What follows belongs to an exercise in optimizing a design on an open flow for small area; a production flow would make more cautious choices. Where RTL was checked, it was by simulation tests only, not by an equivalence proof against the original. Power figures rest on the tool's default switching activity, not on a simulated workload.

==> inputs of try-willow <==
==> flow/design.v (excerpt) <==
module i2c_regs (
	input  wire        clk,
	input  wire        rst_n,               
	input  wire        scl_i,
	output wire        scl_o,
	output wire        scl_t,
	input  wire        sda_i,
	output wire        sda_o,
	output wire        sda_t,
	input  wire        pll_lock,
	input  wire        second_pll_lock,
	input  wire        subg_delay_cflag,
	output wire        i2c_busy,
	output wire        i2c_addressed,
	output wire        i2c_bus_active,
	output reg         internal_rst,
	output reg         led_rst,
	output reg  [7:0]  ufl_p7_sel,
	output reg  [7:0]  ufl_p8_sel,
	output reg         subg_rx_invert,
	output reg         wifi_rx_invert,
	output reg         subg_sync_check_enable,
	output reg         wifi_sync_check_enable,
	output reg  [15:0] spi1_test_pattern,
	output reg  [15:0] spi2_test_pattern,
	output reg  [15:0] spi3_test_pattern,
	output reg  [15:0] spi4_test_pattern,
	output reg  [3:0]  spi_test_pattern_enable,
	output reg  [31:0] tx_lvds_test_pattern,
	output reg         tx_lvds_test_pattern_enable,
	output reg         subg_delay_loadn,
	output reg         subg_delay_move,
	output reg         subg_delay_direction
);
Settings: LEC_CHECK=0, CAP_MARGIN=20, CORE_MARGIN=2, CORE_UTILIZATION=40, SLEW_MARGIN=20; clock period 10.0 ns.
standard.sh (not shown) runs the stock make flow with config.mk's settings and CLKGATE_MAP_FILE= SYNTH_SCRIPT=/design/flow/synth_recipe.tcl, a recipe that flattens the netlist after the stock synthesis.
==> flow/flow/run.sh <==
#!/bin/bash
# Standard ORFS layout (standard synthesis unchanged), with smaller port
# buffers and a clock tree without dummy loads. Each tool's output is kept
# in a log file in the work folder.
set -euo pipefail
bash standard.sh \
  "BUFFER_PORTS_ARGS=-buffer_cell sky130_fd_sc_hd__buf_1" \
  "CTS_ARGS=-sink_clustering_enable -repair_clock_nets -buf_list sky130_fd_sc_hd__clkbuf_8 -dont_use_dummy_load" \
  finish > flow_make.log 2>&1
cp -r orfs/logs/. logs_orfs 2>/dev/null || true
==> inputs of try-maple, as changes to try-willow <==
==> flow/run.sh (new file) <==
#!/bin/bash
# synth_recipe.tcl (not shown) runs the flow's synth.tcl, then flattens the netlist and writes it again
# the make line also repeats each setting of config.mk as NAME=value (left out here)
make -C /OpenROAD-flow-scripts/flow DESIGN_CONFIG=/design/flow/config.mk WORK_HOME=/design/flow/orfs CLKGATE_MAP_FILE= SYNTH_SCRIPT=/design/flow/synth_recipe.tcl finish
removed: flow/flow/run.sh
removed: flow/standard.sh
==> comparison <==
In register-to-register slack, try-willow and try-maple hardly differ.
Against try-maple, the routed wire length of try-willow is smaller by 2.9%.
Of try-maple and try-willow, try-willow has the higher non-clock buffer count (gap 1).
Final cell count is about the same in try-maple and try-willow.
Of try-willow and try-maple, try-willow has the higher clock-buffer cell count (gap 5).
Of try-willow and try-maple, try-maple has the higher first-iteration DRC count (gap about 5%, measured against try-maple).
Against try-willow, the clock skew of try-maple is lower by 0.015 ns.
In area after synthesis, try-willow and try-maple do not differ.
Of try-willow and try-maple, try-maple has the higher total power (gap about 11%, measured against try-maple).
==> figures <==
Cell leakage power: try-maple 4.722 nW; try-willow 4.233 nW
Met3 track demand over resource in global routing: try-maple 5.317%; try-willow 6.367%
Post-route worst setup slack: try-maple 6.065 ns; try-willow 5.967 ns
RePlAce Congestion: try-maple 0.9102; try-willow 0.9225
Count of plain and timing-repair buffers in the layout: try-maple 159; try-willow 160
P per Cell Area: try-maple 137.7 nW/um^2; try-willow 133.1 nW/um^2
Count of cell instances traversed by the critical path: try-maple 2; try-willow 5
Slew headroom: try-maple 21.42%; try-willow 23.59%
Total Power Consumption: try-maple 0.001824 W; try-willow 0.001618 W
Layout-to-synthesis area ratio: try-maple 1.2098x; try-willow 1.1103x
Placed standard-cell area: try-maple 12460 um^2; try-willow 11600 um^2
Largest net degree at the start of global routing: try-maple 88; try-willow 65
Routed length per placed instance: try-maple 22.28 um; try-willow 21.66 um
Crit path largest cell delay: try-maple 0.68 ns; try-willow 0.84 ns
Run status: try-maple no timing/DRC/antenna violations; try-willow no timing/DRC/antenna violations
Minimum clock period: try-maple 3.935 ns; try-willow 4.033 ns
All-layer global routing usage: try-maple 27.34%; try-willow 26.71%
Clock tree skew after final layout: try-maple 0.03330 ns; try-willow 0.04810 ns
Worst vdd rail ir drop: try-maple 0.09008 mV; try-willow 0.08109 mV
Maximum level of the CTS H-tree: try-maple 1; try-willow 2
Function was not checked in any run of this note: the RTL went through the layout flow alone.

==> wip/harbor <==
i2c_regs, a different RTL version from the one above (not shown whole).
==> flow/design.v (excerpt) <==
module i2c_regs (
	input  wire        clk,
	input  wire        rst_n,               
	input  wire        scl_i,
	output wire        scl_o,
	output wire        scl_t,
	input  wire        sda_i,
	output wire        sda_o,
	output wire        sda_t,
	input  wire        pll_lock,
	input  wire        second_pll_lock,
	input  wire        subg_delay_cflag,
	output wire        i2c_busy,
	output wire        i2c_addressed,
	output wire        i2c_bus_active,
	output reg         internal_rst,
	output reg         led_rst,
	output reg  [7:0]  ufl_p7_sel,
	output reg  [7:0]  ufl_p8_sel,
	output reg         subg_rx_invert,
	output reg         wifi_rx_invert,
	output reg         subg_sync_check_enable,
	output reg         wifi_sync_check_enable,
	output reg  [15:0] spi1_test_pattern,
	output reg  [15:0] spi2_test_pattern,
	output reg  [15:0] spi3_test_pattern,
	output reg  [15:0] spi4_test_pattern,
	output reg  [3:0]  spi_test_pattern_enable,
	output reg  [31:0] tx_lvds_test_pattern,
	output reg         tx_lvds_test_pattern_enable,
  ...
==> flow/config.mk <==
export PLATFORM = sky130hd
export DESIGN_NAME = i2c_regs
export DESIGN_NICKNAME = i2c_regs
export VERILOG_FILES = /design/flow/design.v
export SDC_FILE = /design/flow/constraint.sdc
export NUM_CORES = 4
export LEC_CHECK = 0
export CAP_MARGIN = 20
export CORE_MARGIN = 2
export CORE_UTILIZATION = 40
export SLEW_MARGIN = 20
==> flow/constraint.sdc <==
create_clock -name core_clock -period 10.0 [get_ports {clk}]
set_input_delay 2.0000 -clock core_clock [delete_from_list [all_inputs] [get_ports {clk}]]
set_output_delay 2.0000 -clock core_clock [all_outputs]
set_load 0.01 [all_outputs]
==> flow/flow/run.sh <==
#!/bin/bash
# Own layout flow: the standard synthesis, unchanged; then the
# combinational logic between the registers is re-mapped for area with ABC,
# eight scripts, four at a time (registers, their names and cell types are
# kept; each new netlist is proven combinationally equivalent to the
# standard one with Yosys, and the smallest proven one is used); then the
# standard ORFS layout with small port buffers and a clock tree with larger
# sink clusters and no dummy loads.
# Each tool's full output goes to a log file of its own in this folder.
set -euo pipefail
WORK=$(pwd)
FLOWDIR=$WORK/flow
YOSYS=$(command -v yosys || echo /OpenROAD-flow-scripts/tools/install/yosys/bin/yosys)
LIB=$FLOW_HOME/platforms/sky130hd/lib/sky130_fd_sc_hd__tt_025C_1v80.lib
RES=$WORK/orfs/results/$FLOW_PLATFORM/i2c_regs/base
source $FLOWDIR/knobs.sh

# 1. standard synthesis
bash standard.sh synth > log_1_synth.log 2>&1
cp $RES/1_2_yosys.v $WORK/std_synth.v

# 2. area re-mapping of the combinational logic, one ABC script per job
remap_one() {
  local i=$1
  sed -e "s#@LIB@#$LIB#g" -e "s#@IN@#$WORK/std_synth.v#g" -e "s#@OUT@#$WORK/remap_$i.v#g" \
      -e "s#@ABC@#$FLOWDIR/remap_$i.abc#g" -e "s#@STAT@#$WORK/remap_stat_$i.txt#g" \
      $FLOWDIR/remap.ys > $WORK/remap_run_$i.ys
  sed -e "s#@LIB@#$LIB#g" -e "s#@A@#$WORK/std_synth.v#g" -e "s#@B@#$WORK/remap_$i.v#g" \
      $FLOWDIR/cec.ys > $WORK/cec_run_$i.ys
  if timeout 1800 $YOSYS -s $WORK/remap_run_$i.ys > log_2_remap_$i.log 2>&1 \
     && timeout 1200 $YOSYS -s $WORK/cec_run_$i.ys > log_3_cec_$i.log 2>&1; then
    awk '/Chip area/ {print $NF}' $WORK/remap_stat_$i.txt > $WORK/remap_area_$i.txt
  fi
}
for i in 1 2 3 4; do remap_one $i & done
wait
for i in 5 6 7 8; do remap_one $i & done
wait
best=""; best_area=""
for i in 1 2 3 4 5 6 7 8; do
  if [[ -s $WORK/remap_area_$i.txt ]]; then
    a=$(cat $WORK/remap_area_$i.txt)
    if [[ -z "$best" ]] || awk -v a="$a" -v b="$best_area" 'BEGIN {exit !(a < b)}'; then
      best=$i; best_area=$a
    fi
  fi
done
if [[ -n "$best" ]]; then
  echo "using remap_$best.v (area $best_area), proven equivalent" > remap_status.txt
  cp $WORK/remap_$best.v $RES/1_2_yosys.v
  rm -f $RES/1_synth.odb
else
  echo "no remap proven; keeping the standard netlist" > remap_status.txt
fi

# 3. layout
bash standard.sh "${KNOBS[@]}" finish > log_4_layout.log 2>&1
==> flow/flow/knobs.sh <==
KNOBS=(
  "BUFFER_PORTS_ARGS=-buffer_cell sky130_fd_sc_hd__buf_1"
  "CTS_ARGS=-sink_clustering_enable -repair_clock_nets -buf_list sky130_fd_sc_hd__clkbuf_8 -dont_use_dummy_load -sink_clustering_size 17 -sink_clustering_max_diameter 50"
  "CORE_UTILIZATION=60"
  "PLACE_DENSITY=0.75"
)
Other scripts of this flow, unchanged in this note and not shown: flow/flow/cec.ys, flow/flow/remap.ys, flow/flow/remap_1.abc, flow/flow/remap_2.abc, flow/flow/remap_3.abc, flow/flow/remap_4.abc, flow/flow/remap_5.abc, flow/flow/remap_6.abc, flow/flow/remap_7.abc, flow/flow/remap_8.abc
==> inputs of wip/juniper, as changes to wip/harbor <==
--- a/flow/design.v
+++ b/flow/design.v
@@ -84,10 +84,11 @@
 wire sda_e = sda_i ^ sda_reg, sda_sw = sda_n && sda_c[1];
 reg [7:0] data_mux;                       
 wire s_tready = s_state == S_READ_1 && !s_data_valid;
 wire       m_tready;      
 wire       rd_valid;      
+wire [7:0] rd_data;
 always @* begin
     s_state_next = S_IDLE;
     s_data_next = s_data;
     s_data_valid_next = s_data_valid;
     s_out_valid_next = s_out_valid;
@@ -147,18 +148,23 @@
                 end
             end
             S_WRITE_1: begin
                 if (scl_negedge || !scl_o_reg) begin
                     sda_o_next = 1'b1;
-                    scl_o_next = 1'b1;
-                    if (s_data_valid) begin
-                        m_tdata_next = s_data;
-                        m_tlast_next = 1'b0;
+                    if (m_tvalid && !m_tready) begin
+                        scl_o_next = 1'b0;
+                        s_state_next = S_WRITE_1;
+                    end else begin
+                        scl_o_next = 1'b1;
+                        if (s_data_valid) begin
+                            m_tdata_next = s_data;
+                            m_tlast_next = 1'b0;
+                        end
+                        s_data_valid_next = 1'b0;
+                        s_out_valid_next = s_data_valid;
+                        s_state_next = S_WRITE_2;
                     end
-                    s_data_valid_next = 1'b0;
-                    s_out_valid_next = s_data_valid;
-                    s_state_next = S_WRITE_2;
                 end else begin
                     s_state_next = S_WRITE_1;
                 end
             end
             S_WRITE_2: begin
@@ -176,11 +182,12 @@
                 end else begin
                     s_state_next = S_WRITE_2;
                 end
             end
             S_READ_1: begin
-                if (rd_valid) begin
+                if (s_tready && rd_valid) begin
+                    s_data_next = rd_data;
                     s_data_valid_next = 1'b1;
                 end
                 if (scl_negedge || !scl_o_reg) begin
                     if (!s_data_valid) begin
                         scl_o_next = 1'b0;
@@ -224,16 +231,16 @@
         endcase
     end
 end
 always @(posedge clk) begin
     s_state <= s_state_next;
-    s_data <= (b_state == B_READ_1A) ? data_mux : s_data_next;
+    s_data <= s_data_next;
     s_data_valid <= s_data_valid_next;
     s_out_valid <= s_out_valid_next;
     s_mode_read <= s_mode_read_next;
     s_bit_count <= s_bit_count_next;
-    m_tdata <= m_tdata_next;
+    m_tdata <= (b_state == B_READ_1A) ? data_mux : m_tdata_next;
     m_tvalid <= m_tvalid_next;
     m_tlast <= m_tlast_next;
     scl_reg <= scl_reg ^ scl_sw;
     scl_n <= scl_sw || (scl_e && scl_c == 2'b11);
     scl_c <= {!scl_sw && scl_e && scl_c != 2'b00, scl_sw ? !scl_e : scl_e && !scl_c[0]};
@@ -272,10 +279,11 @@
 reg [15:0] b_addr, b_addr_next;
 reg b_ready, b_ready_next;
 reg b_rd_valid, b_rd_valid_next;
 assign m_tready = b_ready;
 assign rd_valid = b_rd_valid;
+assign rd_data = m_tdata;
 assign i2c_busy = b_state != B_IDLE;
 wire b_take = b_ready && m_tvalid;
 always @* begin
     b_state_next = B_IDLE;
     b_count_next = b_count;
@@ -310,12 +318,18 @@
         B_READ_1B: begin
             b_addr_next = b_addr + 16'd1;
             b_state_next = B_READ_2;
         end
         B_READ_2: begin
-            b_rd_valid_next = !m_tvalid && bus_addressed_reg;
-            b_state_next = B_IDLE;
+            if (m_tvalid || !bus_addressed_reg) begin
+                b_state_next = B_IDLE;
+            end else if (s_tready && !b_rd_valid) begin
+                b_rd_valid_next = 1'b1;
+                b_state_next = B_IDLE;
+            end else begin
+                b_state_next = B_READ_2;
+            end
         end
         B_WRITE_1: begin
             b_ready_next = 1'b1;
             if (b_take) begin
                 b_state_next = B_WRITE_2A;
==> flow/flow/knobs.sh (replaced) <==
KNOBS=(
  "BUFFER_PORTS_ARGS=-buffer_cell sky130_fd_sc_hd__buf_1"
  "CTS_ARGS=-sink_clustering_enable -repair_clock_nets -buf_list sky130_fd_sc_hd__clkbuf_8 -dont_use_dummy_load -sink_clustering_size 16 -sink_clustering_max_diameter 60"
)
==> summary.md <==
| Metric | Value |
|---|---|
| Core area | 20200 µm² |
| Seq/total area | 45.2% |
| Layout area overhead | 14.7% |
| Crit-path cells | clkbuf_2 > clkinv_1 > nor2_1 > a21oi_1 |
| Clock buf/inv share | 2.78% |
| Status | finished clean |
| Worst-Skew Late Latency | 530 ps |
[end of results for wip/juniper]
==> summary.md <==
| Metric | Value |
|---|---|
| Status | finished clean |
| Clock buf/inv share | 2.72% |
| Final core occ | 69.1% |
| Layout area overhead | 12.5% |
| Worst-Skew Late Latency | 500 ps |
| Seq/total area | 46.6% |
| Core area | 13200 µm² |
| Commonest cells after routing, fill and taps aside | 212 x dfxtp_1, 138 x buf_1, 130 x nand2_1, 108 x nor2_1, 106 x o21ai_0 |
| TritonCTS sink count | 212 |
| Fin. Hold Viols | 0 |
[end of results for wip/harbor]

## re-timing with driven ports
Ports are ideal in the flow. The routed layouts listed here were re-timed in OpenROAD. Step 1, drivers: a clkbuf_16 drives clk and a buf_2 each remaining input, both assumed. Step 2 times the ports against the registers' clock, not the clock port: input delays grow and output delays shrink by t, the midpoint of the rising clock arrivals with the driver on. a / b / c = ideal ports / drivers / drivers and shift; a / b = the first two.
run	shift t [ns]	setup slack, ns	worst hold slack (ns)	worst setup path at the end	latest minus earliest clock arrival (ns)
try-willow	0.559	5.967 / 5.988 / 5.429	0.439 / 0.439 / 0.439	input to register	0.052 / 0.052
try-maple	0.586	6.065 / 6.013 / 6.047	0.454 / 0.454 / 0.454	input to register	0.035 / 0.034
wip/harbor	0.522	5.936 / 5.951 / 5.428	0.452 / 0.452 / 0.452	input to register	0.061 / 0.061
wip/juniper	0.553	6.153 / 6.176 / 5.623	0.469 / 0.469 / 0.469	input to register	0.050 / 0.050
After both steps every run listed still meets setup and hold. The setup slack of try-willow, which loses most, moves by +0.021 ns with the drivers and by -0.538 ns with both steps.
